What follows belongs to an exercise in optimizing a design on an open flow for small area; a production flow would make more cautious choices. In this exercise RTL edits were held to simulation tests only and were not proved equivalent to the original. No activity file was given, so power comes from the tool's default toggle rates.

`flow/constraint.sdc`:
```
create_clock -name core_clock -period 8.0 [get_ports {clk}]
set_input_delay 1.6000 -clock core_clock [delete_from_list [all_inputs] [get_ports {clk}]]
set_output_delay 1.6000 -clock core_clock [all_outputs]
set_load 0.01 [all_outputs]
```
`flow/design.v`:
```
module RAM_assign(
    input [7:0] add_a,add_b,
    input [7:0] din_a,din_b,
    input clk,we_a,we_b,rst,
    output reg [7:0] dout_a,dout_b
);
integer i;
parameter width = 8,
          depth = 8;
          reg [width-1:0] MEM [0:2**depth-1];
          always @(posedge clk) begin
            if(we_a)
            MEM[add_a]<=din_a;
            else
            dout_a <= MEM[add_a];
            if(we_b)
            MEM[add_b]<=din_b;
            else
            dout_b<=MEM[add_b];
            if(~rst)begin
                for (i =0 ;i<width;i=i+1 ) begin
                    MEM[i]<=8'b0;
                end
            end
          end
    endmodule
```
`flow/config.mk`:
```
export PLATFORM = sky130hd
export DESIGN_NAME = RAM_assign
export DESIGN_NICKNAME = RAM_assign
export VERILOG_FILES = /design/flow/design.v
export SDC_FILE = /design/flow/constraint.sdc
export NUM_CORES = 4
export LEC_CHECK = 0
export CAP_MARGIN = 20
export CORE_MARGIN = 2
export CORE_UTILIZATION = 40
export SLEW_MARGIN = 20
```
`flow/run.sh`:
```
#!/bin/bash
# synth_recipe.tcl (not shown) runs the flow's synth.tcl, then flattens the netlist and writes it again
# the make line also repeats each setting of config.mk as NAME=value (left out here)
make -C /OpenROAD-flow-scripts/flow DESIGN_CONFIG=/design/flow/config.mk WORK_HOME=/design/flow/orfs CLKGATE_MAP_FILE= SYNTH_SCRIPT=/design/flow/synth_recipe.tcl finish
```
==> metrics.cfg, run 1 <==
[run_status]
outcome=no timing/DRC/antenna violations

[route]
vias=81200
post_drt_wl_per_cell_um=39.7
ant_nets=0
dr.pass1.iters=7
drt_iter0_markers=13100
postRouteWirelength_um=459000
drc=0
viasPerCell=7.04

[finish]
final_nets=7390
drive_gt1_share_pct=51.1
fill_cells=26100
final_cell_mix=edfxtp_1 (2000), mux2_2 (1984), mux4_2 (1024)
syn_to_final_growth_pct=9.99
final_common_cell=edfxtp_1

[power_and_ir_drop]
vdd_drop_max_v=0.000194
p_total_w=0.0260
power_density_nw_per_um2=194
total_leakage_power_nw=40.6

[die]
rows=202
start_util_pct=40.2
core_um2=303000
die_w_um=555
die_y_um=555
dieArea_um2=308000
ios=52

[critical_path]
critPathKind=in2reg
worstRegToRegCells=6
cp_num_buf_inv=2
r2r-start=MEM[137][2]$_DFFE_PP_
r2r_end=dout_b[2]$_DFFE_PN_
arrival_ps=5560
crit_required_ps=8550
start_kind=primary input
cp_cell_sequence=clkdlybuf4s50_1 -> or3b_1 -> nor3b_2 -> buf_4 -> nand2_1 -> o21ai_0
path_delay_family=simple AND/OR/NAND/NOR gates
critPathMaxStageDelay_ps=800
worst_path_max_delay_cell=nor3b_2
cp_max_fo=15
cp-end-kind=flip-flop
rrSetupSlack_ps=4730

[clock_network]
clk_pin_slew_worst_paths_ps=60
clk_latency_ps=960
cts_made_buffers=237
cts_root_buf=clkbuf_16
cts_buffer_depth=4
cts_sinks=2064
cts_hold_buffers=0
cts_setup_buffers=0
cts_resized=0
cts_tree=done
cts_max_level=4

[grt]
grt_pass1_vias=79500
grt_max_degree=141
grt_pass1_wl_um=637000
grt_overflow_total=0
antenna_found_initial=27
grtUsageTotal_pct=29.1

[yosys]
synthCells=7791
yosysWarnings=1
netlist.top_cell.by_area=edfxtp_1
ys_seq_elements=2064
ys_seq_area_share_pct=50.4
yosysUniqueCellTypes=40
synth_async_sr_flop_share_pct=0
synth_area_leaders=edfxtp_1 (49%), mux4_2 (19%), mux2_2 (18%)
synth_edf_count=2000
synth.net_count=7827
synth_area_per_cell_um2=15.6
synth_flop_cell=edfxtp_1
synth_area_um2=122000
netlist.area_leader.share_pct=49.4

[flow_run]
maxCapViolations=0

[sta]
drv_slew=0
fin_skew_ps=81.7
min_period_ps=5000
hold_viol=0
timing.final.crit_share_pct=62.6
worstMarginPinSlew_ps=1220
max_freq_ghz=0.200
fin_tns_setup_ps=0
setup_viol=0
rsz0062_at_grt=no
slew_headroom_pct=17.7

[placement]
place.gp.congestion=0.948
io_buffer_count=51
dpl.hpwl_um=279000

[hold_path]
hp-class=reg2reg
worstHoldStart=MEM[7][5]$_SDFFE_PN0P_
holdPathEnd=MEM[7][5]$_SDFFE_PN0P_
hold_depth=2

state kept, by name (all words and copies together) (netlist names):
signal and count:
dout_a 8, dout_b 8, MEM 2048
Yosys cell counts, types with 3 or more instances:
cell      count
a311oi_1     48
nor2_2      131
a22oi_1     512
or2_2         4
nand2b_1     10
nor2_1      101
buf_6        30
buf_2       120
nand2_2      10
mux4_2     1024
a211oi_1     16
nor3_1        3
nor2_4       14
and3b_1       3
dfxtp_1      64
buf_4        17
and2_1        4
o21ai_0     140
nor2b_1      15
nand3_1      18
clkbuf_1    751
nand4_1      16
and3_1        3
a21oi_1     256
mux2_2     1984
edfxtp_1   2000
o22ai_1     156
nand2_1     187
buf_1        59
o41ai_1      64
nor3b_1       4
mux2i_1      16
power breakdown:
| group | internal (W) | total, W | switching (W) |
|---|---|---|---|
| sequential | 0.0119 | 0.0120 | 0.0000507 |
| combinational | 0.00109 | 0.00286 | 0.00177 |
| clock | 0.00644 | 0.0112 | 0.00472 |
| total | 0.0194 | 0.0260 | 0.00654 |
kinds of logic (layout without fill, tap and decap cells):
family | count (synthesis) | in the layout | synth area share, %
multiplexers | 3024 | 3024 | 37.5
other | 0 | 18 | 0
flip-flops | 2064 | 2064 | 50.4
AND/OR/NAND/NOR | 531 | 531 | 2.20
AO/OA/AOI/OAI | 1192 | 1192 | 6.50
buffers and inverters | 980 | 732 | 3.39
layer usage:
metal | track usage [%] | up-vias | wire, um
met3 | 7.69 | 1214 | 54300
li1 | - | 31300 | -
met4 | 16.9 | 26 | 30700
met1 | 37.4 | 42800 | 166000
met2 | 44.2 | 5838 | 207000
met5 | 0.172 | - | 172
metrics by stage:
| stage | cells | setup slack (ps) | hold WS (ps) | util (%) | instance area, um2 |
|---|---|---|---|---|---|
| 4_1_cts | 11500 | 3050 | 515 | 44.2 | 134000 |
| 3_3_place_gp | 11100 | 1740 | 498 | 41.6 | 126000 |
| 6_report | 11500 | 3000 | 519 | 44.2 | 134000 |
| 2_1_floorplan | 7791 | 4200 | 482 | - | 122000 |
| 5_1_grt | 11500 | 2960 | 543 | 44.2 | 134000 |
| 3_5_place_dp | 11100 | 2130 | 507 | 41.6 | 126000 |
worst max-delay path by stage:
stage | start | endpoint | slack [ps] | cells after the start
6_report | add_b[2] | MEM[129][5]$_DFFE_PP_ | 3000 | 6
5_1_grt | add_a[0] | dout_a[4]$_DFFE_PN_ | 2960 | 8
4_1_cts | add_a[5] | MEM[44][7]$_DFFE_PP_ | 3050 | 4
3_5_place_dp | add_a[5] | MEM[44][7]$_DFFE_PP_ | 2130 | 4
3_3_place_gp | add_b[0] | dout_b[7]$_DFFE_PN_ | 1740 | 7
2_1_floorplan | add_a[0] | MEM[103][0]$_DFFE_PP_ | 4200 | 9
tightest hold or removal path, stage by stage (launching register included):
cell	delay (ps)
dfxtp_1	320
o21ai_0	70
a311oi_1	80
layout make-up:
cell class,count,area (um2),area share (%)
Inverter,3,11.3,0.00842
Sequential cell,2064,61300,45.9
Clock inverter,137,1420,1.06
Antenna cell,18,45.0,0.0337
Clock buffer,291,6320,4.73
Tap cell,3978,4980,3.72
Multi-Input combinational cell,4747,56600,42.3
Timing Repair Buffer,301,3030,2.26
==> run 2, diff against run 1 <==
==> flow/design.v (replaced) <==
module RAM_assign(
    input [7:0] add_a,add_b,
    input [7:0] din_a,din_b,
    input clk,we_a,we_b,rst,
    output reg [7:0] dout_a,dout_b
);
    reg  [2047:0] mem;
    wire [2047:0] nxt;
    wire wea = we_a & ~(we_b & (add_a == add_b));
    wire [255:0] sel_a, sel_b;    
    wire [255:0] wr_a, wr_b;      
    wire [255:0] hold;
    reg  [7:0] rd_a, rd_b;
    integer k;
    genvar w;
    generate
        for (w = 0; w < 256; w = w + 1) begin : g_word
            assign sel_a[w] = (add_a == w);
            assign sel_b[w] = (add_b == w);
            assign wr_a[w]  = sel_a[w] & wea;
            assign wr_b[w]  = sel_b[w] & we_b;
            assign hold[w]  = ~(wr_a[w] | wr_b[w]);
            if (w < 8) begin : g_rst
                assign nxt[8*w +: 8] = {8{rst}} &
                    (({8{wr_b[w]}} & din_b) | ({8{wr_a[w]}} & din_a) |
                     ({8{hold[w]}} & mem[8*w +: 8]));
            end else begin : g_norst
                assign nxt[8*w +: 8] =
                    (({8{wr_b[w]}} & din_b) | ({8{wr_a[w]}} & din_a) |
                     ({8{hold[w]}} & mem[8*w +: 8]));
            end
        end
    endgenerate
    always @(posedge clk)
        mem <= nxt;
    always @(*) begin
        rd_a = 8'd0;
        rd_b = 8'd0;
        for (k = 0; k < 256; k = k + 1) begin
            rd_a = rd_a | ({8{sel_a[k]}} & mem[8*k +: 8]);
            rd_b = rd_b | ({8{sel_b[k]}} & mem[8*k +: 8]);
        end
    end
    always @(posedge clk) begin
        if (!we_a) dout_a <= rd_a;
        if (!we_b) dout_b <= rd_b;
    end
endmodule
--- a/flow/config.mk
+++ b/flow/config.mk
@@ -9,3 +9,6 @@
 export CORE_MARGIN = 2
 export CORE_UTILIZATION = 40
+export CTS_BUF_LIST = sky130_fd_sc_hd__clkbuf_8
+export CTS_CLUSTER_DIAMETER = 50
+export CTS_CLUSTER_SIZE = 20
 export SLEW_MARGIN = 20
==> metrics.cfg, run 2 <==
[grt]
grt_pass1_wl_um=1750000
grt_max_degree=106
grtUsageTotal_pct=93.2
grt_pass1_vias=156000
grt_overflow_total=5107

[die]
die_w_um=518  ; was 555 um
rows=188  ; was 202
start_util_pct=40.2  ; about the same
ios=52  ; unchanged
die_y_um=518  ; was 555 um

[clock_network]
cts_buffer_depth=4  ; unchanged
cts_resized=0  ; unchanged
cts_made_buffers=243  ; was 237
cts_root_buf=clkbuf_8  ; was clkbuf_16
cts_max_level=4  ; unchanged
cts_setup_buffers=0  ; unchanged
cts_sinks=2064  ; unchanged
cts_hold_buffers=0  ; unchanged

[yosys]
synth_xor_area_share_pct=0.0663  ; was 0%
synth_async_sr_flop_share_pct=0  ; unchanged
synth_area_um2=106000  ; was 122000 um2
synthCells=13800  ; was 7791
synthAdderAreaFrac_pct=0  ; unchanged
netlist.top_cell.by_area=dfxtp_1  ; was edfxtp_1
synth_top_family_by_area=compound AO/OA/AOI/OAI gates  ; was multiplexers
yosysWarnings=1  ; unchanged
yosysMostFrequentCell=nand2_1  ; was edfxtp_1
muxShareOfSynthArea_pct=0.232  ; was 37.5%
synth.net_count=13800  ; was 7827
ys_seq_area_share_pct=39.3  ; was 50.4%
synth-simple-area-share_pct=23.7  ; was 2.20%
netlist.area_leader.share_pct=38.8  ; was 49.4%
synth_area_leaders=dfxtp_1 (39%), a22oi_1 (22%), nand2_1 (15%)  ; was edfxtp_1 (49%), mux4_2 (19%), mux2_2 (18%)
ys_seq_elements=2064  ; unchanged
synth-compound-area-share_pct=32.5  ; was 6.50%
yosysUniqueCellTypes=63  ; was 40
synth_area_per_cell_um2=7.68  ; was 15.6 um2
synth_flop_cell=dfxtp_1  ; was edfxtp_1
synth_edf_count=16  ; was 2000
synth_common_cells=nand2_1 (4191), a22oi_1 (3048), dfxtp_1 (2048)  ; was edfxtp_1 (2000), mux2_2 (1984), mux4_2 (1024)

[placement]
dp_worst_setup_slack_ps=1270  ; was 2130 ps
place.gp.congestion=1.49  ; was 0.948
io_buffer_count=51  ; unchanged
dpl.hpwl_um=887000  ; was 279000 um

[run_status]
outcome=stopped before the end  ; was no timing/DRC/antenna violations
haltStage=5_1_grt
error=[ERROR GRT-0116] Global routing finished with congestion. Check the congestion regions in the DRC Viewer.

==> run 2: changes by cell type after synthesis, sizes merged, moves of 233 or more <==
cell	before	now
nand2	197	4191
a22oi	512	3048
dfxtp	64	2048
edfxtp	2000	16
mux2	1984	4
mux4	1024	0
nor2	246	651
nor3	5	338
a22o	0	283
nand3	18	251
==> run 2: worst min-delay path by stage <==
stage | endpoint | slack (ps)
2_1_floorplan | mem[843]$_DFF_P_ | 420
3_3_place_gp | mem[168]$_DFF_P_ | 450
3_5_place_dp | mem[843]$_DFF_P_ | 440
4_1_cts | mem[843]$_DFF_P_ | 450
==> run 2: kinds of logic after synthesis <==
family | after synthesis
multiplexers | 24
flip-flops | 2064
buffers and inverters | 1141
AND/OR/NAND/NOR | 5962
AO/OA/AOI/OAI | 4554
XOR/XNOR | 8
==> run 2: metal layers <==
metal	overflow	GRT usage [%]
met5	67	78.1
met4	1285	89.7
met3	482	88.6
met2	2836	99.7
met1	437	93.4
==> run 2: per-stage QoR <==
| step | std cells | hold slack [ps] | util [%] | instance area (um2) |
|---|---|---|---|---|
| after floorplan | 13800 | 422 | - | 106000 |
| after CTS | 17500 | 452 | 46.2 | 121000 |
| after detailed placement | 17000 | 437 | 43.8 | 115000 |
| after global placement | 17000 | 445 | 43.7 | 115000 |
==> run 2: power groups by stage <==
stage	clock, W	combinational, W	sequential [W]
CTS	0.00938	0.00289	0.0136
floorplan	0	0.00136	0.0120
detailed placement	0	0.00288	0.0138
global placement	0	0.00282	0.0139

## static timing again, ports no longer ideal
The results above use ideal ports. As a check the final layout listed here was re-extracted and re-timed, cells and wires unchanged. Step 1, drivers: a clkbuf_16 drives clk and a buf_2 each remaining input, both assumed. Step 2 times the ports against the registers' clock, not the clock port: input delays grow and output delays shrink by t, the midpoint of the rising clock arrivals with the driver on. Slacks: no drivers / after step 1 / after step 2; pairs: no drivers / after step 1.
run: run 1
t, ns: 1.035
setup WS [ns]: 2.996 / 3.084 / 2.049
clock arrival spread, ns: 0.108 / 0.108
After both steps setup and hold are still met in run 1. For run 1, drivers alone change the setup slack by +0.088 ns; drivers and shift together by -0.947 ns.
